What follows belongs to an exercise in optimizing a design on an open flow for small area; a production flow would make more cautious choices. In this exercise RTL edits were held to simulation tests only and were not proved equivalent to the original.

==> willow <==
// FFT32_pipeline
module FFT32_pipeline (
    input clk,
    input i_rst,
    input signed [10:0] FFTInRe,
    input signed [10:0] FFTInIm,
    input in_valid,
    output signed [10:0] MDCOutUpRe,
    output signed [10:0] MDCOutUpIm,
    output signed [10:0] MDCOutDownRe,
    output signed [10:0] MDCOutDownIm,
    output MDC_out_valid,
    output signed [10:0] FFTOutRe,
    output signed [10:0] FFTOutIm,
    output FFT_out_valid
);
==> flow/config.mk <==
export PLATFORM = sky130hd
export DESIGN_NAME = FFT32_pipeline
export DESIGN_NICKNAME = FFT32_pipeline
export VERILOG_FILES = /design/flow/design.v
export SDC_FILE = /design/flow/constraint.sdc
export NUM_CORES = 8
export LEC_CHECK = 0
export CAP_MARGIN = 20
export CORE_MARGIN = 2
export CORE_UTILIZATION = 65
export CTS_BUF_LIST = sky130_fd_sc_hd__clkbuf_8
export CTS_CLUSTER_DIAMETER = 50
export CTS_CLUSTER_SIZE = 16
export SLEW_MARGIN = 20
export SYNTH_HIERARCHICAL = 1
==> flow/constraint.sdc <==
create_clock -name core_clock -period 9.0 [get_ports {clk}]
set_input_delay 1.8000 -clock core_clock [delete_from_list [all_inputs] [get_ports {clk}]]
set_output_delay 1.8000 -clock core_clock [all_outputs]
set_load 0.01 [all_outputs]
run.sh (not shown) runs the stock make flow with config.mk's settings and CLKGATE_MAP_FILE= SYNTH_SCRIPT=/design/flow/synth_recipe.tcl, a recipe that flattens the netlist after the stock synthesis.
==> tundra (differences from willow) <==
--- a/flow/design.v
+++ b/flow/design.v
@@ -84,16 +84,13 @@
     output [21:0] tap1,
     output [21:0] tap9,
     output [21:0] dout
 );
 reg [21:0] D [0:15];
-wire [21:0] u = D[15];
-wire [21:0] sr, dr;
-wire [1:0] so, dov;
-bfly_raw bf (.u(u), .l(din), .g(b), .s(sr), .so(so), .d(dr), .dov(dov));
-assign dout = {so[1] ? {u[21], {10{~u[21]}}} : sr[21:11], so[0] ? {u[10], {10{~u[10]}}} : sr[10:0]};
-wire [21:0] bd = {dov[1] ? {u[21], {10{~u[21]}}} : dr[21:11], dov[0] ? {u[10], {10{~u[10]}}} : dr[10:0]};
+wire [21:0] bs, bd;
+butterfly_unit bf (.u(D[15]), .l(din), .s(bs), .d(bd));
+assign dout = b ? bs : D[15];
 assign tap1 = D[1];
 assign tap9 = D[9];
 integer j;
 always @(posedge clk) begin
     D[0] <= b ? bd : din;
@@ -110,16 +107,13 @@
     input we2,
     output [21:0] tap0,
     output [21:0] dout
 );
 reg [21:0] D [0:7];
-wire [21:0] u = D[7];
-wire [21:0] sr, dr;
-wire [1:0] so, dov;
-bfly_raw bf (.u(u), .l(din), .g(b), .s(sr), .so(so), .d(dr), .dov(dov));
-assign dout = {so[1] ? {u[21], {10{~u[21]}}} : sr[21:11], so[0] ? {u[10], {10{~u[10]}}} : sr[10:0]};
-wire [21:0] bd = {dov[1] ? {u[21], {10{~u[21]}}} : dr[21:11], dov[0] ? {u[10], {10{~u[10]}}} : dr[10:0]};
+wire [21:0] bs, bd;
+butterfly_unit bf (.u(D[7]), .l(din), .s(bs), .d(bd));
+assign dout = b ? bs : D[7];
 assign tap0 = D[0];
 integer j;
 always @(posedge clk) begin
     D[0] <= b ? bd : din;
     for (j = 1; j < 8; j = j + 1) D[j] <= D[j-1];
@@ -138,16 +132,13 @@
     output [21:0] dout
 );
 reg [21:0] D0, D3;
 reg [23:0] D1;
 reg [22:0] D2;
-wire [21:0] u = D3;
-wire [21:0] sr, dr;
-wire [1:0] so, dov;
-bfly_raw bf (.u(u), .l(din), .g(b), .s(sr), .so(so), .d(dr), .dov(dov));
-assign dout = {so[1] ? {u[21], {10{~u[21]}}} : sr[21:11], so[0] ? {u[10], {10{~u[10]}}} : sr[10:0]};
-wire [21:0] bd = {dov[1] ? {u[21], {10{~u[21]}}} : dr[21:11], dov[0] ? {u[10], {10{~u[10]}}} : dr[10:0]};
+wire [21:0] bs, bd;
+butterfly_unit bf (.u(D3), .l(din), .s(bs), .d(bd));
+assign dout = b ? bs : D3;
 wire [21:0] tv;
 triv_rot tr (.x(D0), .w8(n0[1]), .y(tv));
 wire w4_0 = ~n0[1];    
 wire [11:0] f1, f2;
 addsub12 p1 (.a(D0[21:11]), .b(D0[10:0]), .sub(~w4_0), .y(f1));
@@ -191,16 +182,13 @@
     input m0,
     input w8,
     output [21:0] dout
 );
 reg [21:0] D0, D1;
-wire [21:0] u = D1;
-wire [21:0] sr, dr, tv;
-wire [1:0] so, dov;
-bfly_raw bf (.u(u), .l(din), .g(b), .s(sr), .so(so), .d(dr), .dov(dov));
-assign dout = {so[1] ? {u[21], {10{~u[21]}}} : sr[21:11], so[0] ? {u[10], {10{~u[10]}}} : sr[10:0]};
-wire [21:0] bd = {dov[1] ? {u[21], {10{~u[21]}}} : dr[21:11], dov[0] ? {u[10], {10{~u[10]}}} : dr[10:0]};
+wire [21:0] bs, bd, tv;
+butterfly_unit bf (.u(D1), .l(din), .s(bs), .d(bd));
+assign dout = b ? bs : D1;
 triv_rot tr (.x(D0), .w8(w8), .y(tv));
 always @(posedge clk) begin
     D0 <= b ? bd : din;
     D1 <= m0 ? tv : D0;
 end
@@ -212,58 +200,50 @@
     output [21:0] up,
     output [21:0] dn,
     output [21:0] dout
 );
 reg [21:0] D0;
-wire [21:0] u = D0;
-wire [21:0] sr, dr;
-wire [1:0] so, dov;
-bfly_raw bf (.u(u), .l(din), .g(b), .s(sr), .so(so), .d(dr), .dov(dov));
-assign up = {so[1] ? {u[21], {10{~u[21]}}} : sr[21:11], so[0] ? {u[10], {10{~u[10]}}} : sr[10:0]};
-assign dn = {dov[1] ? {u[21], {10{~u[21]}}} : dr[21:11], dov[0] ? {u[10], {10{~u[10]}}} : dr[10:0]};
-assign dout = up;
+butterfly_unit bf (.u(D0), .l(din), .s(up), .d(dn));
+assign dout = b ? up : D0;
 always @(posedge clk) D0 <= b ? dn : din;
 endmodule
 module fa_cell (input a, input b, input c, output s, output co);
 assign s = a ^ b ^ c;
 assign co = (a & b) | (a & c) | (b & c);
 endmodule
 module ha_cell (input a, input b, output s, output co);
 assign s = a ^ b;
 assign co = a & b;
 endmodule
-module rca11 #(parameter SUB = 0) (
+module addsat11 #(parameter SUB = 0) (
     input [10:0] a,
     input [10:0] b,
-    output [10:0] s,
-    output ovf
+    output [10:0] y
 );
 wire [10:0] bb = SUB ? ~b : b;
 wire [11:0] c;
+wire [10:0] s;
 assign s[0] = SUB ? ~(a[0] ^ bb[0]) : (a[0] ^ bb[0]);
 assign c[1] = SUB ? (a[0] | bb[0]) : (a[0] & bb[0]);
 assign c[0] = 1'b0;
 genvar i;
 generate for (i = 1; i < 11; i = i + 1) begin : g
     fa_cell u (.a(a[i]), .b(bb[i]), .c(c[i]), .s(s[i]), .co(c[i+1]));
 end endgenerate
-assign ovf = c[11] ^ c[10];
+wire ovf = c[11] ^ c[10];
+assign y = ovf ? {a[10], {10{~a[10]}}} : s;
 endmodule
-module bfly_raw (
+module butterfly_unit (
     input [21:0] u,
     input [21:0] l,
-    input g,
     output [21:0] s,
-    output [1:0] so,
-    output [21:0] d,
-    output [1:0] dov
+    output [21:0] d
 );
-wire [21:0] lg = l & {22{g}};
-rca11 #(.SUB(0)) a0 (.a(u[21:11]), .b(lg[21:11]), .s(s[21:11]), .ovf(so[1]));
-rca11 #(.SUB(0)) a1 (.a(u[10:0]),  .b(lg[10:0]),  .s(s[10:0]),  .ovf(so[0]));
-rca11 #(.SUB(1)) a2 (.a(u[21:11]), .b(l[21:11]),  .s(d[21:11]), .ovf(dov[1]));
-rca11 #(.SUB(1)) a3 (.a(u[10:0]),  .b(l[10:0]),   .s(d[10:0]),  .ovf(dov[0]));
+addsat11 #(.SUB(0)) a0 (.a(u[21:11]), .b(l[21:11]), .y(s[21:11]));
+addsat11 #(.SUB(0)) a1 (.a(u[10:0]),  .b(l[10:0]),  .y(s[10:0]));
+addsat11 #(.SUB(1)) a2 (.a(u[21:11]), .b(l[21:11]), .y(d[21:11]));
+addsat11 #(.SUB(1)) a3 (.a(u[10:0]),  .b(l[10:0]),  .y(d[10:0]));
 endmodule
 module twiddle_rot (input clk, input [3:0] k, input [21:0] x, output [21:0] y);
 wire swi = ((k >= 4'd5) & (k <= 4'd7)) | (k >= 4'd13);
 wire [10:0] u = swi ? x[10:0] : x[21:11];
 wire [10:0] v = swi ? x[21:11] : x[10:0];
@@ -1415,34 +1395,37 @@
     input [21:0] x,
     input w8,
     output [21:0] y
 );
 wire [10:0] xr = x[21:11], xi = x[10:0];
-wire inc_r = xr[10] & (~xr[9] | (xr[8:0] == 9'd0));
-wire dec_r = ~xr[10] & xr[9] & (xr[8:0] != 9'd0);
-wire inc_i = xi[10] & (~xi[9] | (xi[8:0] == 9'd0));
-wire dec_i = ~xi[10] & xi[9] & (xi[8:0] != 9'd0);
-wire nz_r = ~(xr[10] & (xr[9:0] == 10'd0));
-wire [9:0] ar = w8 ? xi[9:0] : xr[9:0];
-wire br = dec_r & ~w8;
-wire cr = inc_r & ~w8;
-wire [9:0] ai = w8 ? ~xr[9:0] : xi[9:0];
-wire bi = dec_i & ~w8;
-wire ci = w8 ? nz_r : inc_i;
-wire [10:0] c1, c2;
-assign c1[0] = cr; assign c2[0] = ci;
-wire [9:0] sr, si;
-genvar i;
-generate for (i = 0; i < 10; i = i + 1) begin : g
-    fa_cell f1 (.a(ar[i]), .b(br), .c(c1[i]), .s(sr[i]), .co(c1[i+1]));
-    fa_cell f2 (.a(ai[i]), .b(bi), .c(c2[i]), .s(si[i]), .co(c2[i+1]));
-end endgenerate
-wire ti10 = ~xr[10] ^ (c2[10] & ~bi);
-assign y[21] = w8 ? xi[10] : xr[10];
-assign y[20:11] = sr;
-assign y[10] = w8 ? (~xr[10] ^ c2[10]) : xi[10];
-assign y[9:0] = si;
+function [10:0] w0f(input [10:0] v);
+    reg inc, dec, an, nr;
+    integer i;
+    begin
+        inc = v[10] & (~v[9] | (v[8:0] == 9'd0));
+        dec = ~v[10] & v[9] & (v[8:0] != 9'd0);
+        an = 1'b1; nr = 1'b1;
+        for (i = 0; i < 11; i = i + 1) begin
+            w0f[i] = v[i] ^ ((inc & an) | (dec & nr));
+            an = an & v[i];
+            nr = nr & ~v[i];
+        end
+    end
+endfunction
+function [10:0] negsat(input [10:0] v);
+    reg nr, lim;
+    integer i;
+    begin
+        lim = v[10] & (v[9:0] == 10'd0);
+        nr = 1'b1;
+        for (i = 0; i < 11; i = i + 1) begin
+            negsat[i] = ~v[i] ^ (nr & ~lim);
+            nr = nr & ~v[i];
+        end
+    end
+endfunction
+assign y = w8 ? {xi, negsat(xr)} : {w0f(xr), w0f(xi)};
 endmodule
 module bitswap #(parameter L = 6, parameter P = 3, parameter Q = 1) (
     input clk,
     input [4:0] pos,
     input [21:0] din,
Settings changed: CORE_UTILIZATION 65 to 60, CTS_BUF_LIST sky130_fd_sc_hd__clkbuf_8 to sky130_fd_sc_hd__clkbuf_4 sky130_fd_sc_hd__clkbuf_8 sky130_fd_sc_hd__clkbuf_16, CTS_CLUSTER_DIAMETER 50 to 60, CTS_CLUSTER_SIZE 16 to 20.
==> comparison table <==
item	willow	tundra
Average vias per placed instance	5.84	5.69
Met2 Usage GRT	0.506	0.460
Final critical-path share of the clock period	0.980	0.981
Number of rows in the core area	105	113
Max transition margin	0.279	0.237
Fraction of standard cell area in multi-input logic	0.445	0.450
Inserted Clock Buffers	105	91
Chip Width	292 um	312 um
Final net count	5180	5275
Resized cells post-CTS	60	7
Effective utilization at floorplan	0.658	0.603
Clock buf count	111	98
Placed cell areas	56000 um2	59300 um2
Crit path DAT	7020 ps	7030 ps
Flip-flop and latch area	25600 um2	25600 um2
Run status	complete, no violations	complete, no violations
Flop-to-flop setup slack	320 ps	250 ps
Via count of the first global-routing pass	33740	34800

==> port drivers added, routing unchanged <==
In the flow no input, the clock included, has a driving cell. The finished layouts below were timed again as built, in two steps. Step 1 (the two cells are an assumption about what drives the block):
set clk [get_ports {clk}]
set_driving_cell -lib_cell sky130_fd_sc_hd__clkbuf_16 $clk
set_driving_cell -lib_cell sky130_fd_sc_hd__buf_2 [delete_from_list [all_inputs] $clk]
Step 2 adds t to the input delays and takes it off the output delays; t is the mean of the earliest and latest rising clock arrival at the registers after step 1. Input paths then give back, and output paths get back, about the clock's delay inside the block. a / b / c = no drivers / after step 1 / after step 2; a / b = the first two.
run	t, ns	setup slack, ns	worst hold slack (ns)
willow	0.819	0.181 / 0.113 / 0.317	0.296 / 0.296 / 0.296
tundra	0.750	0.173 / 0.101 / 0.249	0.313 / 0.313 / 0.313
After both steps setup and hold are still met in every run listed.
